Source: an optimization exercise on an open RTL-to-GDS flow (aim: small area, a short achievable clock period and few clock cycles per item). Production flows keep margins and buffers that such runs may drop. RTL that was checked went through simulation tests only; none was proved equivalent to the original. No functional check of the RTL was part of runs 1 and 2. Power and IR drop assume default switching activity.

<file path="flow/flow/run.sh">
#!/bin/bash
# The standard layout (standard.sh), with timing repair free to resize a
# gate to a cell of another footprint: the platform sets MATCH_CELL_FOOTPRINT=1,
# which limits resizing to cells of the same size.  make's full output goes to
# standard.log; the ORFS tools' own logs stay under orfs/logs.
set -euo pipefail
bash standard.sh MATCH_CELL_FOOTPRINT=0 finish > standard.log 2>&1
</file>
<file path="flow/config.mk">
export PLATFORM = sky130hd
export DESIGN_NAME = SME
export DESIGN_NICKNAME = SME
export VERILOG_FILES = /design/flow/design.v
export SDC_FILE = /design/flow/constraint.sdc
export NUM_CORES = 4
export LEC_CHECK = 0
export CAP_MARGIN = 20
export CORE_MARGIN = 2
export CORE_UTILIZATION = 40
export CTS_CLUSTER_DIAMETER = 80
export CTS_CLUSTER_SIZE = 30
export SETUP_SLACK_MARGIN = 4.0
export SLEW_MARGIN = 20
</file>
<file path="flow/standard.sh">
#!/bin/bash
# synth_recipe.tcl (not shown) runs the flow's synth.tcl, then flattens the netlist and writes it again
# the make line also repeats each setting of config.mk as NAME=value (left out here)
make -C /OpenROAD-flow-scripts/flow DESIGN_CONFIG=/design/flow/config.mk WORK_HOME=/design/flow/orfs CLKGATE_MAP_FILE= SYNTH_SCRIPT=/design/flow/synth_recipe.tcl "${@:-finish}"
</file>
<file path="flow/design.v">
module SME(clk,reset,chardata,isstring,ispattern,valid,match,match_index);
input clk;
input reset;
input [7:0] chardata;
input isstring;
input ispattern;
output match;
output [4:0] match_index;
output valid;
localparam [6:0] HAT    = 7'h5E ;  
localparam [6:0] DOLLAR = 7'h24 ;  
localparam [6:0] POINT  = 7'h2E ;  
localparam [6:0] STAR   = 7'h2A ;  
localparam [6:0] SPACE  = 7'h20 ;  
reg  [6:0] str_B_rf [0:31];
reg  [5:0] str_length_cnt;
reg        isstring_d, ispattern_d;
reg [33:0] F;
reg  [4:0] off;           
reg        star_seen;
reg        star_d;          
reg  [4:0] star_fs;         
reg  [4:0] star_off;        
reg        valid_r, match_r;
reg  [4:0] match_index_r;
wire [6:0] c = chardata[6:0];
wire c_hat    = c == HAT;
wire c_dollar = c == DOLLAR;
wire c_star   = c == STAR;
wire c_point  = c == POINT;
wire first    = ispattern & ~ispattern_d;
wire [31:0] inS;      
wire [31:0] sp;       
wire [31:0] eqc;      
genvar j;
generate
for (j = 0; j < 32; j = j + 1) begin: POS
    assign inS[j] = str_length_cnt > 31 - j;
    assign sp[j]  = str_B_rf[j] == SPACE;
    assign eqc[j] = str_B_rf[j] == c;
end
endgenerate
wire [31:0] start = inS & ~{inS[30:0], 1'b0};
wire [32:0] pre [0:6];
assign pre[0] = F[32:0];
genvar l;
generate
for (l = 0; l < 6; l = l + 1) begin: PRE
    for (j = 0; j < 33; j = j + 1) begin: B
        if ((j >> l) & 1)
            assign pre[l+1][j] = pre[l][j] | pre[l][((j >> l) << l) - 1];
        else
            assign pre[l+1][j] = pre[l][j];
    end
end
endgenerate
wire [31:0] Fin = first ? inS : F[31:0];
wire [33:0] F_hat  = {2'b00, inS & sp, 1'b0} | {2'b00, start};
wire [33:0] F_dol  = {F[32], F[31:0] & sp, 1'b0};
wire [33:0] F_star = first ? {2'b01, inS} : {1'b0, pre[6]};
wire [33:0] F_pt   = {1'b0, Fin, 1'b0};
wire [33:0] F_fix  = ({34{c_hat}} & F_hat) | ({34{c_dollar}} & F_dol) |
                     ({34{c_star}} & F_star) | ({34{c_point}} & F_pt);
wire [33:0] F_lit  = {1'b0, Fin & eqc, 1'b0};
wire star_mode = star_seen & ~star_d;
wire [4:0]  star_idx = star_fs + star_off;
wire [33:0] Fe = F & {34{~star_mode}};
wire [4:0]  oe = star_mode ? star_idx : off;
reg [4:0] fs;
integer k;
always @(*) begin
    fs = 5'd0;
    for (k = 33; k >= 0; k = k - 1)
        if (Fe[k]) fs = k[4:0];
end
wire [4:0] gen = fs & oe;
wire [4:0] prp = fs ^ oe;
wire [4:0] cry;
assign cry[0] = 1'b0;
assign cry[1] = gen[0];
assign cry[2] = gen[1] | prp[1] & gen[0];
assign cry[3] = gen[2] | prp[2] & gen[1] | prp[2] & prp[1] & gen[0];
assign cry[4] = gen[3] | prp[3] & gen[2] | prp[3] & prp[2] & gen[1] |
                prp[3] & prp[2] & prp[1] & gen[0];
wire [4:0] fs_idx = prp ^ cry;
wire [4:0] len5   = str_length_cnt[4:0];
wire [4:0] len_m1 = len5 - 5'd1;
wire [4:0] off_m1 = off - 5'd1;
wire       c_cnt  = ~c_hat & ~c_star;
integer i;
always @(posedge clk)
begin: STR_RF
    if(isstring)
    begin
        for (i = 0; i < 31; i = i + 1)
            str_B_rf[i] <= str_B_rf[i+1];
        str_B_rf[31] <= c;
    end
end
always @(posedge clk)
begin: LEN_CNT
    if(isstring)
        str_length_cnt <= isstring_d ? str_length_cnt + 6'd1 : 6'd1;
end
always @(posedge clk or posedge reset)
begin: FLAGS
    if(reset)
    begin
        isstring_d  <= 1'b0;
        ispattern_d <= 1'b0;
        valid_r     <= 1'b0;
        match_r     <= 1'b0;
    end
    else
    begin
        isstring_d  <= isstring;
        ispattern_d <= ispattern;
        valid_r     <= ispattern_d & ~ispattern;
        match_r     <= ispattern_d & ~ispattern & (|F);
    end
end
always @(posedge clk)
begin: MATCH
    F <= F_fix | F_lit;
    off <= first ? (c_cnt ? len_m1 : len5) : (c_cnt ? off_m1 : off);
    star_seen <= (first ? 1'b0 : star_seen) | c_star;
    star_d    <= ispattern & c_star;
    if(star_d)
    begin
        star_fs  <= fs;
        star_off <= off;
    end
    match_index_r <= fs_idx;
end
assign valid       = valid_r;
assign match       = match_r;
assign match_index = match_index_r;
endmodule
</file>
<file path="flow/constraint.sdc">
create_clock -name core_clock -period 6.5 [get_ports {clk}]
set_input_delay 1.3000 -clock core_clock [delete_from_list [all_inputs] [get_ports {clk}]]
set_output_delay 1.3000 -clock core_clock [all_outputs]
set_load 0.01 [all_outputs]
</file>
==> results of run 1 <==
## how the worst max path moves through the flow
stage | startpoint | endpoint | slack, ns | depth (start not counted)
floorplan | chardata[6] | off[4] | 3.72 | 7
global placement | chardata[2] | F[32] | 2.46 | 9
detailed placement | chardata[2] | F[23] | 2.38 | 9
CTS | F[26] | match_index_r[4] | 3.91 | 12
global route | F[24] | match_index_r[4] | 3.79 | 12
finish | F[24] | match_index_r[4] | 3.85 | 12
## routing by layer
metal	wire (um)	GRT usage (%)	share of wire, %	vias up
met5	0	0	0	-
met4	876	5.63	2.2	0
met2	18500	31.0	46	457
met1	17700	28.2	43	5397
li1	-	-	-	4888
met3	3530	3.99	8.7	64
## power groups by stage
stage,Combinational [mW],Clock [mW],Sequential [mW]
5_1_grt,0.747,1.26,2.28
3_5_place_dp,0.540,0,2.31
4_1_cts,0.618,1.20,2.27
3_3_place_gp,0.532,0,2.31
2_1_floorplan,0.380,0,2.28
6_report,0.694,1.18,2.27
## final cells by class
type | count | area (um2)
multi-input cells | 870 | 6570
flip-flops and latches | 290 | 8310
well taps | 461 | 577
repair buffers | 119 | 1340
clock buffers | 17 | 425
clock inverters | 11 | 113
fillers | 3154 | 18300
inverters | 20 | 77.6
## sequential cells by signal, summed over array words and instances, names as in the netlist
register	cells
off	5
star_fs	5
isstring_d	1
F	34
ispattern_d	1
str_B_rf	224
valid_r	1
star_d	1
star_seen	1
match_index_r	5
match_r	1
star_off	5
str_length_cnt	6
## what timing repair did
action,4_1_cts,5_1_grt
setup buffers,43,33
pin swaps,28,36
resized for setup,117,51
endpoints found under the hold margin,0,0
cloned,5,4
endpoints found under the setup margin,56,36
## logic make-up (layout without fill, tap and decap cells)
group,after synthesis,after routing,share of synthesized area [%]
AND/OR/NAND/NOR,390,391,15.1
buffers and inverters,86,167,2.38
AO/OA/AOI/OAI,225,225,10.2
adder cells (fa/ha/maj),14,14,1.25
multiplexers,8,8,0.574
XOR/XNOR,232,232,13.9
flip-flops,290,290,56.7
## worst register-to-register path: stages (launching register included)
cell,delay [ns]
dfxtp_4,0.37
or4_4,0.53
o21ai_2,0.13
nand2_1,0.09
a21o_1,0.30
a21oi_2,0.22
ha_4,0.19
buf_6,0.11
a211o_1,0.11
a21oi_2,0.05
a31oi_1,0.14
and4_4,0.26
xnor2_2,0.05
## per-stage QoR
stage                     std cells  hold slack (ns)  worst slack, ns  util (%)
final                          1788            0.471             3.85      48.7
after global routing           1788            0.493             3.79      48.7
after global placement         1675            0.439             2.46      43.1
after CTS                      1751            0.472             3.91      47.0
after floorplan                1245            0.431             3.72         -
after detailed placement       1675            0.445             2.38      43.1
## cell usage in the layout (no fill, tap or decap), types with 8 or more instances in the layout
master	synthesis	layout
edfxtp_1	245	245
xnor2_1	139	134
xor2_1	93	93
nand2_1	79	75
buf_4	2	70
nor4_1	59	49
nor2_1	51	43
a21oi_1	45	39
nand4_1	37	37
nand3_1	36	33
nor3_1	41	31
dfxtp_1	41	30
o21ai_1	28	30
o21ai_0	33	28
clkbuf_16	0	24
o211ai_1	18	18
inv_1	17	17
or4b_2	17	17
buf_12	0	17
a31oi_1	13	12
o221ai_1	18	11
or4b_1	10	10
dfxtp_4	0	9
nor4_4	1	8
and2_1	8	8
a32oi_1	8	8
dlymetal6s2s_1	0	8
==> results by group, run 1 <==
Die
  • Initial Util: 40.9%
  • # rows: 69
  • Boundary Pins: 19
  • Area of the die: 38100 um2
  • DIE HEIGHT: 195 um
  • Core ar.: 35700 um2
  • Die width: 195 um

Power and ir drop
  • P per Cell Area: 238 nW/um2
  • Max rail drop VDD: 152 uV
  • Internal power: 2.98 mW
  • Clock share of power: 28.5%
  • Gate power share: 16.8%
  • Overall power: 4.14 mW
  • Sw power: 1.16 mW
  • P_leak: 5.91 nW
  • Switching Fraction: 27.9%
  • Sequential power share: 54.7%

Routing
  • Final wirelength: 40600 um
  • DR vias: 10800
  • DR vias/cell: 6.04
  • DRC errors left: 0
  • Number of routed nets with antenna violations: 0
  • TritonRoute pass-1 iters: 5
  • WL/cell: 22.7 um
  • Violation count after the first detailed-route iteration: 1178

Global routing
  • Total gr overflow: 0
  • Initial antenna violation count: 0
  • Global-route wire length before repair: 58900 um
  • Total track usage: 19.9%
  • Vias in the first global route: 10200
  • Pin count of the biggest net entering global routing: 127

Clock network
  • Maximum clock path buffer count: 3
  • CTS Hold Buffers Added: 0
  • Clk sinks: 290
  • Clock latency on the worst-skew pair: 0.53 ns
  • Cts bufs inserted: 16
  • Clk slew on worst S/H paths: 0.10 ns
  • CTS tree: yes
  • CTS root buffer: clkbuf_16
  • Level count of the clock H-tree: 1

Yosys
  • Flops & latches, synth: 290
  • Count of cell types in the netlist: 68
  • Synth warn: 2
  • Post-synth EDFFs: 245
  • Synth cell count leaders: 245 x edfxtp_1, 139 x xnor2_1, 93 x xor2_1, 79 x nand2_1, 59 x nor4_1
  • Gate count after technology mapping: 1245
  • Post-synth top area share: 50.4%
  • Yosys top cell by area: edfxtp_1
  • Mean Syn Cell Area: 11.7 um2
  • Syn Nets: 1271
  • Sequential area share after synthesis: 56.7%
  • Ys async rst share: 1.38%
  • Top FF cell, synth: edfxtp_1
  • Synthesized cell area: 14600 um2
  • Top cells by area, synth: edfxtp_1 50%, xnor2_1 8.3%, dfxtp_1 5.6%
  • Most frequent cell after synthesis: edfxtp_1

Place
  • DP Wirelength: 23900 um
  • GPL Wtd Cong: 0.910
  • Cell Area, Placed: 15400 um2
  • IO Port Bufs: 17

STA
  • Final Max Tran Viols: 0
  • Period Utilization, post-route: 40.7%
  • Clk_skew: 0.0284 ns
  • Setup TNS: 0 ns
  • Fmax: 0.378 GHz
  • RSZ-0062 raised after global routing: true
  • Slew @ Worst Pin: 0.906 ns
  • Min Tclk post-route: 2.65 ns
  • Fin. Hold Viols: 0
  • Setup violators final: 0
  • Slew HR: 39.3%

Worst setup path
  • Reg2Reg Depth: 12
  • Crit path capture type: register
  • Crit Path Category: reg -> reg
  • Worst-path maximum fanout: 3
  • CP required: 6.92 ns
  • Critical path cell sequence: or4_4, o21ai_2, nand2_1, a21o_1, a21oi_2, ha_4, buf_6, a211o_1, a21oi_2, a31oi_1, and4_4, xnor2_2
  • Top delay family on crit path: compound AO/OA/AOI/OAI gates
  • Slowest-stage cell, CP: or4_4
  • Reg2reg setup slack: 3.85 ns
  • CP Buf/Inv Count: 1
  • Reg2Reg Launch Point: F[24]
  • Critical Path Start Type: register
  • Reg-to-Reg End: match_index_r[4]
  • CP arrival: 3.07 ns
  • CP most frequent cell: a21oi_2
  • Slowest cell delay on critical path: 0.53 ns

Final layout
  • Layout Nets: 1343
  • Share of cells above drive strength 1: 20.3%
  • ANT cells: 0
  • Finished Cell Area: 17400 um2
  • Area growth syn-to-layout: 19.2%

Outcome
  • Outcome: timing/DRC/antenna clean

Hold path
  • WHS Path Cells: 2
  • Worst Hold Class: reg -> reg
  • Hold EP: star_seen
  • HP Start: star_seen

Job
  • Max-cap viol count: 0
==> run 2, diff against run 1 <==
--- a/flow/design.v
+++ b/flow/design.v
@@ -21,4 +21,3 @@
 reg        star_d;          
-reg  [4:0] star_fs;         
-reg  [4:0] star_off;        
+reg  [4:0] star_idx;
 reg        valid_r, match_r;
@@ -65,3 +64,2 @@
 wire star_mode = star_seen & ~star_d;
-wire [4:0]  star_idx = star_fs + star_off;
 wire [33:0] Fe = F & {34{~star_mode}};
@@ -128,6 +126,3 @@
     if(star_d)
-    begin
-        star_fs  <= fs;
-        star_off <= off;
-    end
+        star_idx <= fs_idx;
     match_index_r <= fs_idx;
==> run 2 against run 1 <==
  * Power is 1.8% lower
  * Sequential cell count is 5 lower
  * Area after synthesis is 1.8% lower
  * Routed wire length is 5.5% lower
  * Via count is 5.1% lower
  * Maximum frequency is 3.0% lower
  * Combinational power is 15% lower
  * Final cell count is 3.6% lower
  * Count of clock-buffer cells in the layout is 1 higher
  * Synthesized cell count is 3.1% lower
  * Largest power group unchanged
==> results by group, run 2 <==
Routing
  • WL/cell: 22.3 um (-1.9%)
  • DRC errors left: 0 (unchanged)
  • Violation count after the first detailed-route iteration: 1145 (-2.8%)
  • Number of routed nets with antenna violations: 0 (unchanged)
  • DR vias: 10300 (-5.1%)
  • DR vias/cell: 5.95 (-1.5%)
  • TritonRoute pass-1 iters: 5 (unchanged)
  • Final wirelength: 38400 um (-5.5%)

Final layout
  • Biggest regs: str_B_rf: 224 flops, F: 34 flops, str_length_cnt: 6 flops
  • Layout Utilization: 47.2% (-1.5 points)
  • Top reg by flops: str_B_rf
  • Most common cell after layout, fill and taps aside: edfxtp_1
  • ANT cells: 0 (unchanged)
  • Multi-input gate area: 6260 um2 (-4.7%)
  • Max reg flops: 224 (unchanged)
  • Seq. cell area: 8160 um2 (-1.8%)
  • Share of cells above drive strength 1: 18.4% (-1.9 points)
  • Fillers: 3155 (+0.032%)
  • Most frequent cells in the layout: 240 x edfxtp_1, 130 x xnor2_1, 107 x xor2_1
  • Layout Nets: 1273 (-5.2%)
  • Area growth syn-to-layout: 16.6%

Hold path
  • Worst Hold Class: reg -> reg
  • HP Start: star_seen
  • Hold EP: star_seen
  • WHS Path Cells: 2 (unchanged)

Yosys
  • Synth warn: 2 (unchanged)
  • Mean Syn Cell Area: 11.9 um2 (+1.4%)
  • Flops & latches, synth: 285 (-1.7%)
  • Syn Nets: 1228 (-3.4%)
  • Synth cell count leaders: 240 x edfxtp_1, 130 x xnor2_1, 107 x xor2_1, 68 x nand2_1, 61 x nor4_1
  • Yosys top cell by area: edfxtp_1
  • Synthesized cell area: 14300 um2 (-1.8%)
  • Ys async rst share: 1.40% (+0.024 points)
  • Post-synth EDFFs: 240 (-2.0%)
  • Post-synth top area share: 50.3% (-0.11 points)
  • Top FF cell, synth: edfxtp_1
  • Sequential area share after synthesis: 56.7% (about the same)
  • Top cells by area, synth: edfxtp_1 50%, xnor2_1 7.9%, xor2_1 6.5%
  • Most frequent cell after synthesis: edfxtp_1
  • Count of cell types in the netlist: 71 (+4.4%)
  • Gate count after technology mapping: 1206 (-3.1%)

Power and ir drop
  • Max rail drop VDD: 192 uV (+26%)
  • P per Cell Area: 243 nW/um2 (+2.3%)
  • P_leak: 5.66 nW (-4.3%)

Clock network
  • Clk slew on worst S/H paths: 0.12 ns (+0.02 ns)
  • CTS tree: yes
  • Clk sinks: 285 (-1.7%)
  • Clock latency on the worst-skew pair: 0.54 ns (about the same)
  • Maximum clock path buffer count: 3 (unchanged)
  • CTS root buffer: clkbuf_16
  • CTS Hold Buffers Added: 0 (unchanged)
  • Cts bufs inserted: 17 (+1)
  • Level count of the clock H-tree: 1 (unchanged)

Die
  • Initial Util: 40.5% (-0.35 points)
  • Core ar.: 35400 um2 (-0.97%)
  • Die width: 193 um (-0.90%)
  • Area of the die: 37400 um2 (-1.8%)
  • Boundary Pins: 19 (unchanged)
  • # rows: 69 (unchanged)
  • DIE HEIGHT: 193 um (-0.90%)

Worst setup path
  • Critical Path Start Type: register
  • CP Buf/Inv Count: 0 (-1)
  • Top delay family on crit path: compound AO/OA/AOI/OAI gates
  • Reg2reg setup slack: 3.77 ns (-0.08 ns)
  • Reg2Reg Launch Point: F[16]
  • Slowest cell delay on critical path: 0.40 ns (-0.13 ns)
  • CP required: 6.76 ns (-0.16 ns)
  • Slowest-stage cell, CP: dfxtp_1
  • Reg2Reg Depth: 10 (-2)
  • Crit path capture type: register
  • Critical path cell sequence: or2_2, nand2b_1, a21oi_2, o21ai_1, a21oi_2, ha_1, a21o_1, a21oi_2, xnor2_1, xnor2_1
  • Worst-path maximum fanout: 6 (+3)
  • Reg-to-Reg End: star_idx[4]
  • Crit Path Category: reg -> reg
  • CP arrival: 2.99 ns (-0.08 ns)
  • CP most frequent cell: a21oi_2

Global routing
  • Pin count of the biggest net entering global routing: 131 (+3.1%)
  • Vias in the first global route: 9860 (-3.6%)
  • Total track usage: 19.7% (-0.15 points)
  • Total gr overflow: 0 (unchanged)
  • Initial antenna violation count: 0 (unchanged)
  • Global-route wire length before repair: 58400 um (-0.76%)

STA
  • Slew HR: 39.1% (-0.22 points)
  • Setup violators final: 0 (unchanged)
  • Fin. Hold Viols: 0 (unchanged)
  • Fmax: 0.366 GHz (-3.0%)
  • Setup TNS: 0 ns (unchanged)
  • Clk_skew: 0.0271 ns (-0.00134 ns)
  • RSZ-0062 raised after global routing: true
  • Hold_ws: 0.456 ns (-0.0148 ns)
  • Period Utilization, post-route: 42.0% (+1.3 points)
  • Slew @ Worst Pin: 0.913 ns (+0.00735 ns)
  • Min Tclk post-route: 2.73 ns (+0.0829 ns)
  • Final Max Tran Viols: 0 (unchanged)

Place
  • IO Port Bufs: 17 (unchanged)
  • GPL Wtd Cong: 0.897 (-1.4%)
  • DP Wirelength: 22600 um (-5.2%)

Job
  • Max-cap viol count: 0 (unchanged)

Outcome
  • Outcome: timing/DRC/antenna clean
[run 2: kinds of logic (layout without fill, tap and decap cells)]
logic type | count (synthesis) | count (layout) | share of synthesized area (%)
adders and majority gates | 10 | 10 | 0.873
buffers and inverters | 82 | 137 | 2.43
muxes | 9 | 9 | 0.646
xor gates and xnor gates | 237 | 237 | 14.5
DFF | 285 | 285 | 56.7
and+or+nand+nor | 386 | 387 | 15.7
AOI/OAI and AO/OA | 197 | 197 | 9.20
[run 2: routing by layer]
metal / GRT usage (%) / vias up / routed length, um
met5: 0 / - / 0
met4: 5.48 / 0 / 1000
met3: 2.46 / 80 / 2540
met2: 32.1 / 384 / 18000
met1: 27.9 / 5120 / 16800
li1: - / 4671 / -
[run 2: how the worst max path moves through the flow]
stage	from	to	slack (ns)	cells past startpoint
after global placement	ispattern	F[27]	2.64	8
after floorplan	chardata[6]	F[7]	3.79	8
after global routing	F[16]	star_idx[4]	3.65	10
final	F[16]	star_idx[4]	3.77	10
after CTS	F[16]	star_idx[4]	3.85	10
after detailed placement	ispattern	F[27]	2.58	8
[run 2: worst reg2reg max path, cell delays in order (launching register included)]
cell,delay (ns)
dfxtp_1,0.40
or2_2,0.39
nand2b_1,0.22
a21oi_2,0.17
o21ai_1,0.12
a21oi_2,0.25
ha_1,0.31
a21o_1,0.21
a21oi_2,0.13
xnor2_1,0.14
xnor2_1,0.11
[run 2: metrics by stage]
stage	total power, mW	std cells	cell area, um2	setup WS, ns
floorplan	2.59	1206	14500	3.79
global placement	2.76	1632	14900	2.64
detailed placement	2.76	1632	14900	2.58
CTS	4.06	1704	16300	3.85
global route	4.22	1723	16700	3.65
finish	4.07	1723	16700	3.77
[run 2: cell type report]
class	instances	area share, %
inverters	14	0.337
flip-flops and latches	285	48.8
clock buffers	18	2.57
repair buffers	93	6.41
clock inverters	12	0.995
well taps	461	3.45
multi-input cells	840	37.4
[run 2: power by group]
group          switching [mW]  internal (mW)  total [mW]  leakage, nW
registers               0.104           2.12        2.22         2.74
clock network           0.713          0.538        1.25        0.283
logic                   0.322          0.270       0.592         2.64
total                    1.14           2.93        4.07         5.66
[run 2: what timing repair did]
action / in CTS / in global routing
buffers inserted: 36 / 18
gates cloned: 6 / 1
pin swaps: 21 / 26
endpoints found under the setup margin: 59 / 114
resized for setup: 100 / 64
==> run 3, diff against run 2 <==
--- a/flow/design.v
+++ b/flow/design.v
@@ -18,6 +18,7 @@
 reg [33:0] F;
-reg  [4:0] off;           
+reg  [4:0] off;
 reg        star_seen;
 reg        star_d;          
-reg  [4:0] star_idx;
+reg  [4:0] star_fs;         
+reg  [4:0] star_off;        
 reg        valid_r, match_r;
@@ -64,4 +65,6 @@
 wire star_mode = star_seen & ~star_d;
+wire [4:0]  off_p1 = off + 5'd1;     
+wire [4:0]  star_idx = star_fs + star_off;
 wire [33:0] Fe = F & {34{~star_mode}};
-wire [4:0]  oe = star_mode ? star_idx : off;
+wire [4:0]  oe = star_mode ? star_idx : star_d ? off_p1 : off;
 reg [4:0] fs;
@@ -86,3 +89,2 @@
 wire [4:0] off_m1 = off - 5'd1;
-wire       c_cnt  = ~c_hat & ~c_star;
 integer i;
@@ -122,3 +124,3 @@
     F <= F_fix | F_lit;
-    off <= first ? (c_cnt ? len_m1 : len5) : (c_cnt ? off_m1 : off);
+    off <= first ? (c_hat ? len5 : len_m1) : off_m1;
     star_seen <= (first ? 1'b0 : star_seen) | c_star;
@@ -126,3 +128,6 @@
     if(star_d)
-        star_idx <= fs_idx;
+    begin
+        star_fs  <= fs;
+        star_off <= off_p1;      
+    end
     match_index_r <= fs_idx;
==> flow/run.sh (new file) <==
#!/bin/bash
# synth_recipe.tcl (not shown) runs the flow's synth.tcl, then flattens the netlist and writes it again
# the make line also repeats each setting of config.mk as NAME=value (left out here)
make -C /OpenROAD-flow-scripts/flow DESIGN_CONFIG=/design/flow/config.mk WORK_HOME=/design/flow/orfs CLKGATE_MAP_FILE= SYNTH_SCRIPT=/design/flow/synth_recipe.tcl finish
--- a/flow/config.mk
+++ b/flow/config.mk
@@ -12,3 +12,3 @@
 export CTS_CLUSTER_SIZE = 30
-export SETUP_SLACK_MARGIN = 4.0
+export SETUP_SLACK_MARGIN = 3.9
 export SLEW_MARGIN = 20
removed: flow/flow/run.sh
removed: flow/standard.sh
==> run 3 against run 2 <==
  * Global-route usage down 0.62 points
  * Sequential cell count up 5
  * Critical path depth up 1
  * Worst setup slack better by 0.089 ns
  * Clock power down 8%
  * Non-clock buffer count down 33
  * Synthesized cell count up 2.5%
  * Sequential power up 2%
  * Maximum frequency up 3.4%
  * Combinational power down 3%
  * Largest power group unchanged
==> results by group, run 3 <==
Worst setup path
  • Crit path capture type: register
  • CP required: 6.94 ns (+0.18 ns)
  • Reg2Reg Depth: 11 (+1)
  • Slowest cell delay on critical path: 0.40 ns (about the same)
  • Worst-path maximum fanout: 5 (-1)
  • Crit Path Category: reg -> reg
  • CP Buf/Inv Count: 0 (unchanged)
  • CP arrival: 3.08 ns (+0.09 ns)
  • Top delay family on crit path: compound AO/OA/AOI/OAI gates
  • Reg2reg setup slack: 3.86 ns (+0.09 ns)
  • Reg-to-Reg End: match_index_r[3]
  • Critical path cell sequence: nor2_4, o31ai_4, a211oi_2, o31ai_2, a311oi_1, o211a_1, a211oi_4, ha_4, a21o_1, a21oi_2, xnor2_1
  • Slowest-stage cell, CP: dfxtp_4
  • Reg2Reg Launch Point: F[30]
  • Critical Path Start Type: register

STA
  • Setup TNS: 0 ns (unchanged)
  • Min Tclk post-route: 2.64 ns (-0.0891 ns)
  • Slew @ Worst Pin: 1.06 ns (+0.146 ns)
  • Fin. Hold Viols: 0 (unchanged)
  • Clk_skew: 0.0361 ns (+0.00896 ns)
  • RSZ-0062 raised after global routing: true
  • Period Utilization, post-route: 40.6% (-1.4 points)
  • Hold_ws: 0.493 ns (+0.0367 ns)
  • Slew HR: 29.4% (-9.7 points)
  • Setup violators final: 0 (unchanged)
  • Fmax: 0.379 GHz (+3.4%)
  • Final Max Tran Viols: 0 (unchanged)

Global routing
  • Global-route wire length before repair: 57300 um (-2.0%)
  • Total gr overflow: 0 (unchanged)
  • Vias in the first global route: 9872 (+0.12%)
  • Pin count of the biggest net entering global routing: 129 (-1.5%)
  • Total track usage: 19.1% (-0.62 points)
  • Initial antenna violation count: 0 (unchanged)

Clock network
  • Cts bufs inserted: 16 (-1)
  • CTS root buffer: clkbuf_16
  • CTS Hold Buffers Added: 0 (unchanged)
  • Maximum clock path buffer count: 3 (unchanged)
  • Clk slew on worst S/H paths: 0.11 ns (about the same)
  • Clk sinks: 290 (+1.8%)
  • Level count of the clock H-tree: 1 (unchanged)
  • Clock latency on the worst-skew pair: 0.51 ns (-0.03 ns)
  • CTS tree: yes

Outcome
  • Outcome: timing/DRC/antenna clean

Routing
  • Violation count after the first detailed-route iteration: 1061 (-7.3%)
  • TritonRoute pass-1 iters: 5 (unchanged)
  • DR vias: 10200 (-0.63%)
  • Number of routed nets with antenna violations: 0 (unchanged)
  • Final wirelength: 37500 um (-2.2%)
  • DR vias/cell: 5.91 (-0.69%)
  • DRC errors left: 0 (unchanged)
  • WL/cell: 21.8 um (-2.2%)

Final layout
  • Finished Cell Area: 16500 um2 (-1.5%)
  • Area growth syn-to-layout: 12.2%
  • Biggest regs: str_B_rf: 224 flops, F: 34 flops, str_length_cnt: 6 flops
  • ANT cells: 0 (unchanged)
  • Most common cell after layout, fill and taps aside: edfxtp_1
  • Most frequent cells in the layout: 240 x edfxtp_1, 134 x xnor2_1, 114 x xor2_1
  • Top reg by flops: str_B_rf
  • Fillers: 3276 (+3.8%)
  • Max reg flops: 224 (unchanged)
  • Multi-input gate area: 6300 um2 (+0.74%)
  • Seq. cell area: 8250 um2 (+1.0%)
  • Layout Utilization: 45.3% (-1.9 points)
  • Share of cells above drive strength 1: 12.3% (-6.0 points)
  • Layout Nets: 1273 (unchanged)

Yosys
  • Synth warn: 2 (unchanged)
  • Post-synth top area share: 49.1% (-1.1 points)
  • Top cells by area, synth: edfxtp_1 49%, xnor2_1 8.0%, xor2_1 6.8%
  • Syn Nets: 1263 (+2.9%)
  • Gate count after technology mapping: 1236 (+2.5%)
  • Count of cell types in the netlist: 65 (-8.5%)
  • Ys async rst share: 1.38% (-0.024 points)
  • Most frequent cell after synthesis: edfxtp_1
  • Synthesized cell area: 14700 um2 (+2.3%)
  • Yosys top cell by area: edfxtp_1
  • Mean Syn Cell Area: 11.9 um2 (-0.15%)
  • Top FF cell, synth: edfxtp_1
  • Flops & latches, synth: 290 (+1.8%)
  • Synth cell count leaders: 240 x edfxtp_1, 134 x xnor2_1, 114 x xor2_1, 75 x nand2_1, 59 x nor4_1
  • Sequential area share after synthesis: 56.1% (-0.61 points)
  • Post-synth EDFFs: 240 (unchanged)

Die
  • Area of the die: 38200 um2 (+2.3%)
  • # rows: 70 (+1.4%)
  • Initial Util: 40.4% (-0.14 points)
  • Die width: 196 um (+1.1%)
  • Core ar.: 36300 um2 (+2.7%)
  • DIE HEIGHT: 196 um (+1.1%)
  • Boundary Pins: 19 (unchanged)

Place
  • GPL Wtd Cong: 0.875 (-2.5%)
  • DP Wirelength: 22800 um (+0.94%)
  • Cell Area, Placed: 15200 um2 (+2.0%)
  • IO Port Bufs: 17 (unchanged)

Hold path
  • Worst Hold Class: reg -> reg
  • Hold EP: str_B_rf[10][3]
  • WHS Path Cells: 0 (-2)
  • HP Start: str_B_rf[11][3]

Job
  • Max-cap viol count: 0 (unchanged)

Power and ir drop
  • P per Cell Area: 242 nW/um2 (-0.42%)
  • Max rail drop VDD: 174 uV (-9.6%)
  • P_leak: 5.46 nW (-3.5%)
## run 3: changes by cell type in the layout (fill, tap and decap cells not counted), sizes merged, moves of 8 or more
cell,change
buf,-30
a21oi,+12
nand4,-9
a41oi,+8
mux2i,+8
## run 3: stage by stage
stage          setup slack, ns  std cells  power [mW]
2_1_floorplan             3.72       1236        2.64
3_3_place_gp              2.66       1670        2.81
3_5_place_dp              2.60       1670        2.82
4_1_cts                   3.90       1714        3.98
5_1_grt                   3.76       1724        4.15
6_report                  3.86       1724        3.99
## run 3: worst max path at each step
stage	from	to	slack [ns]	cells after the start
3_3_place_gp	chardata[4]	F[31]	2.66	7
2_1_floorplan	chardata[0]	F[23]	3.72	8
4_1_cts	chardata[0]	off[4]	3.90	8
3_5_place_dp	chardata[4]	F[31]	2.60	7
5_1_grt	F[30]	match_index_r[4]	3.76	12
6_report	F[30]	match_index_r[3]	3.86	11
## run 3: what timing repair did
item / 4_1_cts / 5_1_grt
pin swaps: 7 / 20
buffers inserted: 13 / 8
resized for setup: 49 / 55
gates cloned: 3 / 2
endpoints found under the setup margin: 113 / 133
## run 3: per-layer routing
| layer | part of all wire, % | routed length, um | vias up | global-route usage (%) |
|---|---|---|---|---|
| li1 | - | - | 4703 | - |
| met1 | 46 | 17400 | 5079 | 27.8 |
| met2 | 45 | 17100 | 350 | 30.6 |
| met3 | 5.8 | 2170 | 58 | 2.23 |
| met4 | 2.3 | 878 | 0 | 4.41 |
| met5 | 0 | 0 | - | 0 |
## run 3: cell type report
type / instances / share of cell area [%]
Multi-Input combinational cell: 860 / 38.3
Timing Repair Buffer: 60 / 4.44
Tap cell: 468 / 3.56
Clock inverter: 9 / 0.539
Sequential cell: 290 / 50.1
Inverter: 18 / 0.425
Clock buffer: 19 / 2.69
## run 3: cell families after synthesis
family	Yosys count	share of synthesized area, %
and+or+nand+nor	359	13.9
DFF	290	56.1
xor gates and xnor gates	248	14.8
AOI/OAI and AO/OA	222	10.1
buffers and inverters	87	2.79
muxes	15	1.02
adders and majority gates	15	1.33
## run 3: report_power, final
part	internal [mW]	switching, mW
logic	0.252	0.319
clock network	0.513	0.641
registers	2.15	0.116
Testbench counts of run 3, summed over its fixed seeds: cycles 12,373, items 1,114.
==> run 4, diff against run 3 <==
--- a/flow/config.mk
+++ b/flow/config.mk
@@ -12,3 +12,3 @@
 export CTS_CLUSTER_SIZE = 30
-export SETUP_SLACK_MARGIN = 3.9
+export SETUP_SLACK_MARGIN = 3.7
 export SLEW_MARGIN = 20
==> run 4 against run 3 <==
  * Critical path depth fell by 2
  * Largest cell class unchanged
  * Power fell by 0.29%
  * Still clean
  * Highest routed layer unchanged
  * Largest power group unchanged
  * First-iteration DRC count rose by 2.6%
==> results by group, run 4 <==
Hold path
  • HP Start: str_B_rf[11][3]
  • Worst Hold Class: reg -> reg

STA
  • Final Max Tran Viols: 0 (unchanged)
  • Slew HR: 28.9% (-0.44 points)
  • Hold_ws: 0.486 ns (-0.00704 ns)
  • Min Tclk post-route: 2.72 ns (+0.0794 ns)
  • Period Utilization, post-route: 41.8% (+1.2 points)
  • Setup TNS: 0 ns (unchanged)
  • Fin. Hold Viols: 0 (unchanged)
  • Clk_skew: 0.0170 ns (-0.0191 ns)
  • RSZ-0062 raised after global routing: true
  • Setup violators final: 0 (unchanged)
  • Slew @ Worst Pin: 1.07 ns (+0.00655 ns)
  • Fmax: 0.368 GHz (-2.9%)

Place
  • GPL Wtd Cong: 0.864 (-1.3%)
  • Cell Area, Placed: 15200 um2 (about the same)
  • IO Port Bufs: 17 (unchanged)
  • DP Wirelength: 23500 um (+3.1%)

Routing
  • DRC errors left: 0 (unchanged)
  • DR vias/cell: 5.81 (-1.7%)
  • Number of routed nets with antenna violations: 0 (unchanged)
  • Final wirelength: 35600 um (-5.1%)
  • Violation count after the first detailed-route iteration: 1089 (+2.6%)
  • WL/cell: 20.9 um (-3.9%)
  • DR vias: 9901 (-2.8%)
  • TritonRoute pass-1 iters: 5 (unchanged)

Clock network
  • Cts bufs inserted: 16 (unchanged)
  • Clk slew on worst S/H paths: 0.11 ns (about the same)
  • Clock latency on the worst-skew pair: 0.53 ns (+0.02 ns)
  • CTS root buffer: clkbuf_16
  • Maximum clock path buffer count: 3 (unchanged)
  • CTS tree: yes
  • Clk sinks: 290 (unchanged)
  • Level count of the clock H-tree: 1 (unchanged)

Yosys
  • Post-synth EDFFs: 240 (unchanged)
  • Yosys top cell by area: edfxtp_1
  • Most frequent cell after synthesis: edfxtp_1
  • Mean Syn Cell Area: 11.9 um2 (unchanged)
  • Synth warn: 2 (unchanged)
  • Gate count after technology mapping: 1236 (unchanged)
  • Ys async rst share: 1.38% (unchanged)
  • Post-synth top area share: 49.1% (unchanged)
  • Count of cell types in the netlist: 65 (unchanged)
  • Synth cell count leaders: 240 x edfxtp_1, 134 x xnor2_1, 114 x xor2_1, 75 x nand2_1, 59 x nor4_1
  • Flops & latches, synth: 290 (unchanged)
  • Sequential area share after synthesis: 56.1% (unchanged)
  • Syn Nets: 1263 (unchanged)
  • Top FF cell, synth: edfxtp_1
  • Top cells by area, synth: edfxtp_1 49%, xnor2_1 8.0%, xor2_1 6.8%
  • Synthesized cell area: 14700 um2 (unchanged)

Power and ir drop
  • P per Cell Area: 249 nW/um2 (+2.7%)
  • Switching Fraction: 27.1% (+0.13 points)
  • Max rail drop VDD: 129 uV (-26%)
  • Sequential power share: 56.9% (+0.2 points)
  • Sw power: 1.08 mW (+0.20%)
  • Gate power share: 13.3% (-1.0 points)
  • Internal power: 2.90 mW (-0.48%)
  • Clock share of power: 29.8% (+0.9 points)
  • P_leak: 5.26 nW (-3.7%)

Outcome
  • Outcome: timing/DRC/antenna clean

Die
  • Die width: 196 um (unchanged)
  • Area of the die: 38200 um2 (unchanged)
  • Initial Util: 40.4% (unchanged)
  • Core ar.: 36300 um2 (unchanged)
  • Boundary Pins: 19 (unchanged)
  • DIE HEIGHT: 196 um (unchanged)
  • # rows: 70 (unchanged)

Global routing
  • Global-route wire length before repair: 55500 um (-3.1%)
  • Pin count of the biggest net entering global routing: 133 (+3.1%)
  • Initial antenna violation count: 0 (unchanged)
  • Vias in the first global route: 9604 (-2.7%)
  • Total gr overflow: 0 (unchanged)
  • Total track usage: 18.4% (-0.72 points)

Final layout
  • Share of cells above drive strength 1: 9.22% (-3.1 points)
  • Area growth syn-to-layout: 9.00%
  • Fillers: 3298 (+0.67%)
  • Most frequent cells in the layout: 240 x edfxtp_1, 134 x xnor2_1, 114 x xor2_1
  • Finished Cell Area: 16000 um2 (-2.9%)
  • Max reg flops: 224 (unchanged)
  • Biggest regs: str_B_rf: 224 flops, F: 34 flops, str_length_cnt: 6 flops
  • Top reg by flops: str_B_rf
  • ANT cells: 0 (unchanged)
  • Layout Nets: 1253 (-1.6%)
  • Most common cell after layout, fill and taps aside: edfxtp_1

Worst setup path
  • Crit path capture type: register
  • CP required: 6.96 ns (+0.02 ns)
  • Reg2Reg Launch Point: F[26]
  • Crit Path Category: in -> reg
  • Worst-path maximum fanout: 20 (+15)
  • Critical Path Start Type: input pin
  • Crit path launch: chardata[1]
  • CP arrival: 3.18 ns (+0.10 ns)

Job
  • Max-cap viol count: 0 (unchanged)
[run 4: power by group through the flow]
stage               clock network, mW  registers [mW]  logic, mW
CTS                              1.22            2.26      0.523
global route                     1.28            2.28      0.579
global placement                    0            2.30      0.507
floorplan                           0            2.27      0.369
finish                           1.18            2.26      0.530
detailed placement                  0            2.30      0.514
[run 4: critical path, cell delays in order]
cell	delay (ns)
buf_6	0.27
nand3b_1	0.20
buf_4	0.19
nor3_4	0.39
buf_4	0.34
o21ai_0	0.12
a31oi_1	0.17
a311oi_1	0.07
o21ai_0	0.09
[run 4: path summary, 6_finish.rpt]
kind                                          to  cells past startpoint  slack (ns)
worst max-delay path                       F[17]                      9        3.78
worst min-delay path             str_B_rf[10][3]                      0        0.49
worst max register to register  match_index_r[4]                     12        3.87
worst min register to register   str_B_rf[10][3]                      0        0.49
max in group asynchronous                match_r                      2        5.39
min in group asynchronous             isstring_d                      2        0.95
[run 4: metrics by stage]
stage | util, % | instances | setup WS (ns) | power [mW]
finish | 44.0 | 1704 | 3.78 | 3.98
global route | 44.0 | 1704 | 3.68 | 4.14
CTS | 43.7 | 1700 | 3.70 | 4.00
detailed placement | 41.9 | 1669 | 2.53 | 2.82
global placement | 41.9 | 1669 | 2.53 | 2.81
floorplan | - | 1236 | 3.63 | 2.64
[run 4: repair_timing]
item,4_1_cts,5_1_grt
resized for setup,17,28
setup buffers,3,3
endpoints found under the setup margin,42,23
pin swaps,3,2
hold buffers,0,0
cloned,0,1
[run 4: final cells by class]
| type | count | area (um2) | area share, % |
|---|---|---|---|
| multi-input cells | 860 | 6170 | 38.6 |
| flip-flops and latches | 290 | 8240 | 51.5 |
| well taps | 468 | 586 | 3.66 |
| clock buffers | 18 | 429 | 2.68 |
| inverters | 18 | 67.6 | 0.422 |
| clock inverters | 10 | 119 | 0.743 |
| repair buffers | 40 | 384 | 2.40 |
[run 4: layer usage]
metal / part of all wire [%] / wire length, um / global-route usage [%] / up-vias
li1: - / - / - / 4663
met1: 48 / 17000 / 27.3 / 4905
met2: 46 / 16300 / 29.0 / 297
met3: 5.4 / 1930 / 2.28 / 36
met4: 1.3 / 459 / 3.65 / 0
met5: 0 / 0 / 0 / -
[run 4: logic make-up (layout without fill, tap and decap cells)]
family,count (synthesis),in the layout,synth area share [%]
compound gates,222,222,10.1
xor+xnor,248,248,14.8
fa+ha+maj,15,15,1.33
buf+inv,87,86,2.79
flops,290,290,56.1
mux,15,15,1.02
simple gates,359,360,13.9
==> run 5, diff against run 4 <==
--- a/flow/config.mk
+++ b/flow/config.mk
@@ -12,3 +12,3 @@
 export CTS_CLUSTER_SIZE = 30
-export SETUP_SLACK_MARGIN = 3.7
+export SETUP_SLACK_MARGIN = 3.8
 export SLEW_MARGIN = 20
==> run 5 against run 4 <==
  * Highest routed layer unchanged
  * Global-route usage fell by 0.24 points
  * Die area did not move
  * Still clean on timing, DRC and antenna
  * Largest cell class unchanged
  * Largest power group unchanged
  * Clock skew rose by 0.0034 ns
  * Critical path type is now reg -> out
==> results by group, run 5 <==
Outcome
  • Outcome: timing/DRC/antenna clean

STA
  • Setup TNS: 0 ns (unchanged)
  • Min Tclk post-route: 2.65 ns (-0.0644 ns)
  • Fmax: 0.377 GHz (+2.4%)
  • Slew @ Worst Pin: 1.02 ns (-0.0432 ns)
  • Final Max Tran Viols: 0 (unchanged)
  • Fin. Hold Viols: 0 (unchanged)
  • Slew HR: 31.8% (+2.9 points)
  • RSZ-0062 raised after global routing: true
  • Setup violators final: 0 (unchanged)
  • Period Utilization, post-route: 40.8% (-0.99 points)
  • Clk_skew: 0.0204 ns (+0.00342 ns)

Global routing
  • Initial antenna violation count: 0 (unchanged)
  • Vias in the first global route: 9640 (+0.37%)
  • Total track usage: 18.1% (-0.24 points)
  • Total gr overflow: 0 (unchanged)
  • Pin count of the biggest net entering global routing: 125 (-6.0%)
  • Global-route wire length before repair: 54900 um (-1.1%)

Routing
  • TritonRoute pass-1 iters: 5 (unchanged)
  • Number of routed nets with antenna violations: 0 (unchanged)
  • Final wirelength: 35400 um (-0.55%)
  • WL/cell: 20.7 um (-1.1%)
  • DR vias: 10000 (+1.1%)
  • DR vias/cell: 5.84 (+0.59%)
  • Violation count after the first detailed-route iteration: 957 (-12%)
  • DRC errors left: 0 (unchanged)

Final layout
  • Layout Nets: 1260 (+0.56%)
  • ANT cells: 0 (unchanged)
  • Top reg by flops: str_B_rf
  • Area growth syn-to-layout: 10.9%
  • Biggest regs: str_B_rf: 224 flops, F: 34 flops, str_length_cnt: 6 flops
  • Most frequent cells in the layout: 240 x edfxtp_1, 134 x xnor2_1, 114 x xor2_1
  • Share of cells above drive strength 1: 11.2% (+1.9 points)
  • Max reg flops: 224 (unchanged)
  • Post-route insts no fill: 1713 (+0.53%)
  • Most common cell after layout, fill and taps aside: edfxtp_1
  • Fillers: 3237 (-1.8%)

Yosys
  • Mean Syn Cell Area: 11.9 um2 (unchanged)
  • Top cells by area, synth: edfxtp_1 49%, xnor2_1 8.0%, xor2_1 6.8%
  • Yosys top cell by area: edfxtp_1
  • Ys async rst share: 1.38% (unchanged)
  • Most frequent cell after synthesis: edfxtp_1
  • Count of cell types in the netlist: 65 (unchanged)
  • Post-synth EDFFs: 240 (unchanged)
  • Synth cell count leaders: 240 x edfxtp_1, 134 x xnor2_1, 114 x xor2_1, 75 x nand2_1, 59 x nor4_1
  • Sequential area share after synthesis: 56.1% (unchanged)
  • Gate count after technology mapping: 1236 (unchanged)
  • Synth warn: 2 (unchanged)
  • Flops & latches, synth: 290 (unchanged)
  • Top FF cell, synth: edfxtp_1
  • Synthesized cell area: 14700 um2 (unchanged)
  • Post-synth top area share: 49.1% (unchanged)
  • Syn Nets: 1263 (unchanged)

Worst setup path
  • Slowest cell delay on critical path: 0.52 ns (+0.13 ns)
  • CP Buf/Inv Count: 1 (-2)
  • CP arrival: 1.35 ns (-1.83 ns)
  • Critical path cell sequence: clkdlybuf4s50_1
  • Crit Path Category: reg -> out
  • Slowest-stage cell, CP: clkdlybuf4s50_1
  • Crit path capture type: output pin
  • Worst-path maximum fanout: 1 (-95%)
  • Top delay family on crit path: buffers and inverters
  • Critical Path Start Type: register
  • CP required: 5.20 ns (-1.76 ns)

Clock network
  • Cts bufs inserted: 18 (+2)
  • Clock latency on the worst-skew pair: 0.52 ns (about the same)
  • Clk slew on worst S/H paths: 0.11 ns (about the same)
  • Clk sinks: 290 (unchanged)
  • Maximum clock path buffer count: 3 (unchanged)
  • Level count of the clock H-tree: 1 (unchanged)
  • CTS tree: yes
  • CTS root buffer: clkbuf_16

Die
  • Area of the die: 38200 um2 (unchanged)
  • Core ar.: 36300 um2 (unchanged)
  • DIE HEIGHT: 196 um (unchanged)
  • Boundary Pins: 19 (unchanged)
  • # rows: 70 (unchanged)
  • Die width: 196 um (unchanged)
  • Initial Util: 40.4% (unchanged)

Place
  • DP Wirelength: 22700 um (-3.5%)
  • GPL Wtd Cong: 0.853 (-1.3%)
  • IO Port Bufs: 17 (unchanged)
  • Placed cell count: 1669 (unchanged)

Hold path
  • Worst Hold Class: reg -> reg

Power and ir drop
  • Overall power: 4.13 mW (+3.8%)
  • Max rail drop VDD: 123 uV (-4.8%)
  • P_leak: 5.40 nW (+2.7%)
  • P per Cell Area: 254 nW/um2 (+2.0%)

Job
  • Max-cap viol count: 0 (unchanged)
[run 5: what timing repair did]
item,4_1_cts,5_1_grt
cloned,1,1
resized for setup,26,41
endpoints found under the setup margin,45,19
hold buffers,0,0
setup buffers,4,6
pin swaps,5,8
[run 5: layer usage]
layer  part of all wire [%]  track usage (%)  routed length (um)  up-vias
met5                      0                0                   0        -
met4                    1.9             4.27                 678        0
met3                    5.8             2.19                2050       42
met2                     46             28.7               16200      337
met1                     47             26.6               16500     4966
li1                       -                -                   -     4667
[run 5: final timing paths]
check	start	end	slack (ns)	cells past startpoint
min	str_B_rf[30][4]	str_B_rf[29][4]	0.48	0
max	match_index_r[2]	match_index[2]	3.85	1
max reg2reg	F[8]	F[32]	3.89	7
max in group asynchronous	reset	isstring_d	5.38	2
min reg2reg	str_B_rf[30][4]	str_B_rf[29][4]	0.48	0
min in group asynchronous	reset	ispattern_d	0.94	2
[run 5: layout make-up]
| type | instances | area (um2) | area share [%] |
|---|---|---|---|
| Multi-Input combinational cell | 860 | 6230 | 38.3 |
| Tap cell | 468 | 586 | 3.60 |
| Clock buffer | 19 | 475 | 2.92 |
| Inverter | 18 | 72.6 | 0.446 |
| Sequential cell | 290 | 8250 | 50.7 |
| Clock inverter | 13 | 195 | 1.20 |
| Timing Repair Buffer | 45 | 473 | 2.91 |
[run 5: cells by family after synthesis]
| logic type | count (synthesis) | synth area share [%] |
|---|---|---|
| compound gates | 222 | 10.1 |
| xor+xnor | 248 | 14.8 |
| fa+ha+maj | 15 | 1.33 |
| buf+inv | 87 | 2.79 |
| flops | 290 | 56.1 |
| mux | 15 | 1.02 |
| simple gates | 359 | 13.9 |
[run 5: through the flow]
step / instance area (um2) / setup slack [ns] / hold WS [ns] / util, %
finish: 16300 / 3.85 / 0.483 / 44.8
floorplan: 14800 / 3.72 / 0.439 / -
CTS: 16000 / 3.80 / 0.493 / 44.2
global route: 16300 / 3.76 / 0.498 / 44.8
detailed placement: 15200 / 2.54 / 0.474 / 42.0
global placement: 15200 / 2.55 / 0.475 / 42.0
[run 5: power by group]
group | internal (mW) | switching (mW) | leakage (nW)
sequential | 2.15 | 0.115 | 2.77
combinational | 0.236 | 0.299 | 2.31
clock | 0.596 | 0.734 | 0.324
==> run 6, diff against run 5 <==
--- a/flow/config.mk
+++ b/flow/config.mk
@@ -10,4 +10,4 @@
 export CORE_UTILIZATION = 40
-export CTS_CLUSTER_DIAMETER = 80
-export CTS_CLUSTER_SIZE = 30
+export CTS_CLUSTER_DIAMETER = 90
+export CTS_CLUSTER_SIZE = 40
 export SETUP_SLACK_MARGIN = 3.8
==> run 6 against run 5 <==
  * Sequential share of layout area up 0.75 points
  * Clock power down 19%
  * Sequential cell count unchanged
  * Utilization down 0.69 points
  * Register-to-register slack worse by 0.02 ns
  * Final cell count down 0.53%
  * Area after synthesis unchanged
  * Die area unchanged
  * Via count down 0.82%
  * Hold slack better by 0.011 ns
  * Synthesized cell count unchanged
==> results by group, run 6 <==
Outcome
  • Outcome: timing/DRC/antenna clean

STA
  • Slew @ Worst Pin: 1.03 ns (+0.00341 ns)
  • Period Utilization, post-route: 40.8% (-0.063 points)
  • Hold_ws: 0.495 ns (+0.0114 ns)
  • Clk_skew: 0.0162 ns (-0.00418 ns)
  • Fmax: 0.377 GHz (+0.15%)
  • Min Tclk post-route: 2.65 ns (-0.00409 ns)
  • Setup violators final: 0 (unchanged)
  • Fin. Hold Viols: 0 (unchanged)
  • Final Max Tran Viols: 0 (unchanged)
  • Setup TNS: 0 ns (unchanged)
  • Slew HR: 31.6% (-0.23 points)
  • RSZ-0062 raised after global routing: true

Die
  • Core ar.: 36300 um2 (unchanged)
  • Initial Util: 40.4% (unchanged)
  • # rows: 70 (unchanged)
  • Die width: 196 um (unchanged)
  • Boundary Pins: 19 (unchanged)
  • Area of the die: 38200 um2 (unchanged)
  • DIE HEIGHT: 196 um (unchanged)

Routing
  • DR vias/cell: 5.83 (-0.30%)
  • Number of routed nets with antenna violations: 0 (unchanged)
  • TritonRoute pass-1 iters: 5 (unchanged)
  • DRC errors left: 0 (unchanged)
  • Violation count after the first detailed-route iteration: 1072 (+12%)
  • WL/cell: 20.7 um (+0.13%)
  • Final wirelength: 35300 um (-0.40%)
  • DR vias: 9930 (-0.82%)

Yosys
  • Synth warn: 2 (unchanged)
  • Synthesized cell area: 14700 um2 (unchanged)
  • Top FF cell, synth: edfxtp_1
  • Syn Nets: 1263 (unchanged)
  • Yosys top cell by area: edfxtp_1
  • Simple-Gate Fraction of Synth Area: 13.9% (unchanged)
  • Count of cell types in the netlist: 65 (unchanged)
  • Most frequent cell after synthesis: edfxtp_1
  • Adder-cell share of the synthesized area: 1.33% (unchanged)
  • Mux contribution to synthesized area: 1.02% (unchanged)
  • Mean Syn Cell Area: 11.9 um2 (unchanged)
  • Post-Synth XOR/XNOR Area: 14.8% (unchanged)
  • Sequential area share after synthesis: 56.1% (unchanged)
  • Top cells by area, synth: edfxtp_1 49%, xnor2_1 8.0%, xor2_1 6.8%
  • Post-synth top area share: 49.1% (unchanged)
  • Ys async rst share: 1.38% (unchanged)
  • Largest family of logic cells by synthesized area: XOR/XNOR gates
  • Synth cell count leaders: 240 x edfxtp_1, 134 x xnor2_1, 114 x xor2_1, 75 x nand2_1, 59 x nor4_1
  • Post-synth EDFFs: 240 (unchanged)
  • Gate count after technology mapping: 1236 (unchanged)
  • Synth Area in Compound Gates: 10.1% (unchanged)
  • Flops & latches, synth: 290 (unchanged)

Worst setup path
  • Crit Path Category: reg -> out
  • CP Buf/Inv Count: 1 (unchanged)
  • Slowest-stage cell, CP: clkdlybuf4s50_1
  • CP arrival: 1.35 ns (about the same)
  • Critical path cell sequence: clkdlybuf4s50_1
  • Top delay family on crit path: buffers and inverters
  • Crit path capture type: output pin
  • Slowest cell delay on critical path: 0.52 ns (about the same)
  • Worst-path maximum fanout: 1 (unchanged)
  • Critical Path Start Type: register
  • CP required: 5.20 ns (about the same)

Clock network
  • Maximum clock path buffer count: 3 (unchanged)
  • CTS tree: yes
  • CTS root buffer: clkbuf_16
  • Clk sinks: 290 (unchanged)
  • Cts bufs inserted: 15 (-3)
  • Clk slew on worst S/H paths: 0.09 ns (-0.02 ns)
  • Clock latency on the worst-skew pair: 0.52 ns (about the same)
  • Level count of the clock H-tree: 1 (unchanged)

Global routing
  • Total gr overflow: 0 (unchanged)
  • Pin count of the biggest net entering global routing: 125 (unchanged)
  • Total track usage: 18.0% (-0.10 points)
  • Initial antenna violation count: 0 (unchanged)
  • Vias in the first global route: 9575 (-0.67%)
  • Global-route wire length before repair: 54600 um (-0.45%)

Final layout
  • ANT cells: 0 (unchanged)
  • Layout Nets: 1254 (-0.48%)
  • Post-route insts no fill: 1704 (-0.53%)
  • Most frequent cells in the layout: 240 x edfxtp_1, 134 x xnor2_1, 114 x xor2_1
  • Layout Utilization: 44.1% (-0.69 points)
  • Most common cell after layout, fill and taps aside: edfxtp_1
  • Share of cells above drive strength 1: 10.1% (-1.1 points)
  • Area growth syn-to-layout: 9.21%
  • Finished Cell Area: 16000 um2 (-1.5%)
  • Top reg by flops: str_B_rf
  • Biggest regs: str_B_rf: 224 flops, F: 34 flops, str_length_cnt: 6 flops
  • Max reg flops: 224 (unchanged)
  • Fillers: 3274 (+1.1%)

Power and ir drop
  • P_leak: 5.28 nW (-2.2%)
  • P per Cell Area: 242 nW/um2 (-4.6%)
  • Max rail drop VDD: 140 uV (+14%)

Place
  • Placed cell count: 1669 (unchanged)
  • IO Port Bufs: 17 (unchanged)
  • GPL Wtd Cong: 0.853 (unchanged)
  • Cell Area, Placed: 15200 um2 (unchanged)
  • DP Wirelength: 22700 um (unchanged)

Job
  • Max-cap viol count: 0 (unchanged)

Hold path
  • Worst Hold Class: reg -> reg
[run 6: layer usage]
metal | part of all wire [%] | GRT usage [%] | wire length (um) | vias up
li1 | - | - | - | 4658
met2 | 46 | 28.7 | 16100 | 298
met3 | 6.0 | 2.59 | 2130 | 33
met5 | 0 | 0 | 0 | -
met1 | 47 | 26.6 | 16600 | 4941
met4 | 1.1 | 3.05 | 404 | 0
[run 6: per-stage QoR]
step	setup WS (ns)	total power, mW
finish	3.85	3.88
global route	3.73	4.05
floorplan	3.72	2.64
CTS	3.79	3.89
detailed placement	2.54	2.82
global placement	2.55	2.81
[run 6: cell families after synthesis]
kind of cell	after synthesis
and+or+nand+nor	359
DFF	290
xor gates and xnor gates	248
AOI/OAI and AO/OA	222
buffers and inverters	87
muxes	15
adders and majority gates	15
[run 6: timing repair]
| item | in CTS | in global routing |
|---|---|---|
| setup endpoints to repair | 43 | 24 |
| hold buffers | 0 | 0 |
| resized for setup | 23 | 35 |
| buffers inserted | 4 | 3 |
| pin swaps | 5 | 5 |
| gates cloned | 1 | 1 |
[run 6: final timing paths]
| kind | start | slack [ns] | cells past startpoint | to |
|---|---|---|---|---|
| worst max-delay path | match_index_r[0] | 3.85 | 1 | match_index[0] |
| worst min-delay path | str_B_rf[6][6] | 0.49 | 0 | str_B_rf[5][6] |
| worst max register to register | F[28] | 3.87 | 10 | match_index_r[3] |
| worst min register to register | str_B_rf[6][6] | 0.49 | 0 | str_B_rf[5][6] |
| max in group asynchronous | reset | 5.37 | 2 | valid_r |
| min in group asynchronous | reset | 0.96 | 2 | ispattern_d |
[run 6: worst reg2reg max path, stage by stage (launching register included)]
cell and delay (ns):
dfxtp_2 0.40, o31ai_2 0.29, a211oi_2 0.11, o31ai_2 0.26
a311oi_2 0.14, o211a_1 0.29, a211oi_4 0.24, ha_1 0.29
a21o_1 0.21, a21oi_1 0.19, xnor2_1 0.14
[run 6: layout make-up]
cell class / instances / area, um2 / share of cell area (%)
timing repair buffer: 42 / 437 / 2.73
sequential: 290 / 8240 / 51.4
clock inverter: 10 / 82.6 / 0.515
inverter: 18 / 72.6 / 0.453
clock buffer: 16 / 389 / 2.43
multi-input combinational: 860 / 6220 / 38.8
tap: 468 / 586 / 3.65
[run 6: power breakdown]
group,switching [mW],internal (mW),total (mW)
combinational,0.298,0.238,0.536
sequential,0.117,2.15,2.27
clock,0.621,0.458,1.08
==> run 7, diff against run 6 <==
--- a/flow/config.mk
+++ b/flow/config.mk
@@ -11,3 +11,3 @@
 export CTS_CLUSTER_DIAMETER = 90
-export CTS_CLUSTER_SIZE = 40
+export CTS_CLUSTER_SIZE = 36
 export SETUP_SLACK_MARGIN = 3.8
==> run 7 against run 6 <==
  * First-iteration DRC count unchanged
  * Clock skew unchanged
  * Sequential share of layout area unchanged
  * Clock power about the same
  * Critical path depth unchanged
  * Area after synthesis unchanged
  * Non-clock buffer count unchanged
  * Highest routed layer unchanged
  * Sequential power about the same
  * Critical endpoint unchanged
  * Register-to-register slack about the same
  * Synthesized cell count unchanged
  * Critical path type unchanged
==> results by group, run 7 <==
Outcome
  • Outcome: timing/DRC/antenna clean

Power and ir drop
  • Max rail drop VDD: 140 uV (unchanged)
  • Overall power: 3.88 mW (unchanged)
  • P_leak: 5.28 nW (unchanged)
  • P per Cell Area: 242 nW/um2 (unchanged)

Final layout
  • Layout Utilization: 44.1% (unchanged)
  • Max reg flops: 224 (unchanged)
  • Fillers: 3274 (unchanged)
  • Layout Nets: 1254 (unchanged)
  • Most common cell after layout, fill and taps aside: edfxtp_1
  • Biggest regs: str_B_rf: 224 flops, F: 34 flops, str_length_cnt: 6 flops
  • Share of cells above drive strength 1: 10.1% (unchanged)
  • Most frequent cells in the layout: 240 x edfxtp_1, 134 x xnor2_1, 114 x xor2_1
  • Post-route insts no fill: 1704 (unchanged)
  • ANT cells: 0 (unchanged)
  • Area growth syn-to-layout: 9.21% (unchanged)
  • Top reg by flops: str_B_rf

STA
  • Hold_ws: 0.495 ns (unchanged)
  • RSZ-0062 raised after global routing: true
  • Clk_skew: 0.0162 ns (unchanged)
  • Slew @ Worst Pin: 1.03 ns (unchanged)
  • Fin. Hold Viols: 0 (unchanged)
  • Setup TNS: 0 ns (unchanged)
  • Min Tclk post-route: 2.65 ns (unchanged)
  • Fmax: 0.377 GHz (unchanged)
  • Setup violators final: 0 (unchanged)
  • Final Max Tran Viols: 0 (unchanged)
  • Slew HR: 31.6% (unchanged)
  • Period Utilization, post-route: 40.8% (unchanged)

Worst setup path
  • Slowest cell delay on critical path: 0.52 ns (about the same)
  • Worst-path maximum fanout: 1 (unchanged)
  • CP required: 5.20 ns (about the same)
  • CP arrival: 1.35 ns (about the same)
  • Crit Path Category: reg -> out
  • Slowest-stage cell, CP: clkdlybuf4s50_1
  • Top delay family on crit path: buffers and inverters
  • Critical Path Start Type: register
  • Crit path capture type: output pin
  • Critical path cell sequence: clkdlybuf4s50_1
  • CP Buf/Inv Count: 1 (unchanged)

Routing
  • TritonRoute pass-1 iters: 5 (unchanged)
  • DRC errors left: 0 (unchanged)
  • Violation count after the first detailed-route iteration: 1072 (unchanged)
  • WL/cell: 20.7 um (unchanged)
  • Final wirelength: 35300 um (unchanged)
  • DR vias/cell: 5.83 (unchanged)
  • DR vias: 9930 (unchanged)
  • Number of routed nets with antenna violations: 0 (unchanged)

Die
  • # rows: 70 (unchanged)
  • Boundary Pins: 19 (unchanged)
  • Area of the die: 38200 um2 (unchanged)
  • Initial Util: 40.4% (unchanged)
  • Core ar.: 36300 um2 (unchanged)
  • DIE HEIGHT: 196 um (unchanged)
  • Die width: 196 um (unchanged)

Global routing
  • GRT met2 Usage: 28.7% (unchanged)
  • Layer carrying the most global-route usage: met2
  • Initial antenna violation count: 0 (unchanged)
  • GR met1 Demand/Resource: 26.6% (unchanged)
  • Vias in the first global route: 9575 (unchanged)
  • Met3 Resource Use GR: 2.59% (unchanged)
  • Total track usage: 18.0% (unchanged)
  • Total gr overflow: 0 (unchanged)
  • Pin count of the biggest net entering global routing: 125 (unchanged)
  • Global-route wire length before repair: 54600 um (unchanged)

Hold path
  • Worst Hold Class: reg -> reg

Yosys
  • Count of cell types in the netlist: 65 (unchanged)
  • Most frequent cell after synthesis: edfxtp_1
  • Sequential area share after synthesis: 56.1% (unchanged)
  • Top cells by area, synth: edfxtp_1 49%, xnor2_1 8.0%, xor2_1 6.8%
  • Synth warn: 2 (unchanged)
  • Mean Syn Cell Area: 11.9 um2 (unchanged)
  • Synth cell count leaders: 240 x edfxtp_1, 134 x xnor2_1, 114 x xor2_1, 75 x nand2_1, 59 x nor4_1
  • Top FF cell, synth: edfxtp_1
  • Ys async rst share: 1.38% (unchanged)
  • Yosys top cell by area: edfxtp_1
  • Post-synth EDFFs: 240 (unchanged)
  • Synthesized cell area: 14700 um2 (unchanged)
  • Syn Nets: 1263 (unchanged)
  • Flops & latches, synth: 290 (unchanged)
  • Post-synth top area share: 49.1% (unchanged)
  • Gate count after technology mapping: 1236 (unchanged)

Clock network
  • CTS root buffer: clkbuf_16
  • Level count of the clock H-tree: 1 (unchanged)
  • Clock latency on the worst-skew pair: 0.52 ns (about the same)
  • Clk slew on worst S/H paths: 0.09 ns (about the same)
  • CTS Hold Buffers Added: 0 (unchanged)
  • Clk sinks: 290 (unchanged)
  • CTS tree: yes
  • Cts bufs inserted: 15 (unchanged)
  • Maximum clock path buffer count: 3 (unchanged)

Place
  • Placed cell count: 1669 (unchanged)
  • IO Port Bufs: 17 (unchanged)
  • DP Wirelength: 22700 um (unchanged)
  • GPL Wtd Cong: 0.853 (unchanged)

Job
  • Max-cap viol count: 0 (unchanged)
==> run 7: cell counts in the layout (fill, tap and decap cells not counted) <==
No cell type changed its count.
==> run 7: final timing paths <==
kind	startpoint	end	slack [ns]	cells after the start
max	match_index_r[0]	match_index[0]	3.85	1
min	str_B_rf[6][6]	str_B_rf[5][6]	0.49	0
max reg2reg	F[28]	match_index_r[3]	3.87	10
min reg2reg	str_B_rf[6][6]	str_B_rf[5][6]	0.49	0
max in group asynchronous	reset	valid_r	5.37	2
min in group asynchronous	reset	ispattern_d	0.96	2
==> run 7: layout make-up <==
type | count | area, um2 | area share [%]
Clock buffer | 16 | 389 | 2.43
Clock inverter | 10 | 82.6 | 0.515
Inverter | 18 | 72.6 | 0.453
Multi-Input combinational cell | 860 | 6220 | 38.8
Sequential cell | 290 | 8240 | 51.4
Tap cell | 468 | 586 | 3.65
Timing Repair Buffer | 42 | 437 | 2.73
==> run 7: cell families after synthesis <==
group	after synthesis	synth area share, %
AND/OR/NAND/NOR	359	13.9
flip-flops	290	56.1
XOR/XNOR	248	14.8
AO/OA/AOI/OAI	222	10.1
buffers and inverters	87	2.79
multiplexers	15	1.02
adder cells (fa/ha/maj)	15	1.33
==> run 7: what timing repair did <==
action,4_1_cts,5_1_grt
setup buffers,4,3
endpoints found under the hold margin,0,0
setup endpoints to repair,43,24
cloned,1,1
gates resized for setup,23,35
pin swaps,5,5
==> run 7: per-layer routing <==
| metal | up-vias | share of wire (%) |
|---|---|---|
| li1 | 4658 | - |
| met5 | - | 0 |
| met3 | 33 | 6.0 |
| met1 | 4941 | 47 |
| met4 | 0 | 1.1 |
| met2 | 298 | 46 |
==> run 7: power by group <==
part | total, mW | switching, mW | internal [mW] | leakage [nW]
combinational | 0.536 | 0.298 | 0.238 | 2.29
sequential | 2.27 | 0.117 | 2.15 | 2.77
clock | 1.08 | 0.621 | 0.458 | 0.226
==> run 7: through the flow <==
step | area, um2 | setup slack, ns
floorplan | 14800 | 3.72
global placement | 15200 | 2.55
detailed placement | 15200 | 2.54
CTS | 15800 | 3.79
global route | 16000 | 3.73
finish | 16000 | 3.85

[what the ideal ports hide]
In the flow no input, the clock included, has a driving cell. The finished layouts below were timed again as built, in two steps. Step 1, drivers: a clkbuf_16 drives clk and a buf_2 each remaining input, both assumed. Step 2 times the ports against the registers' clock, not the clock port: input delays grow and output delays shrink by t, the midpoint of the rising clock arrivals with the driver on. Three values: ideal, step 1, step 2; two values: the first two.
run | t (ns) | setup slack, ns | clock arrival spread, ns
run 1 | 0.571 | 3.854 / 3.854 / 3.443 | 0.032 / 0.032
run 2 | 0.576 | 3.771 / 3.771 / 3.457 | 0.029 / 0.029
run 3 | 0.557 | 3.860 / 3.860 / 3.400 | 0.052 / 0.052
run 4 | 0.573 | 3.781 / 3.763 / 3.220 | 0.019 / 0.018
run 5 | 0.571 | 3.845 / 3.794 / 3.395 | 0.032 / 0.032
run 6 | 0.561 | 3.849 / 3.796 / 3.384 | 0.019 / 0.019
run 7 | 0.561 | 3.849 / 3.796 / 3.384 | 0.019 / 0.019
After both steps setup and hold are still met in every run listed. The setup slack of run 4, which loses most, moves by -0.018 ns with the drivers and by -0.561 ns with both steps.
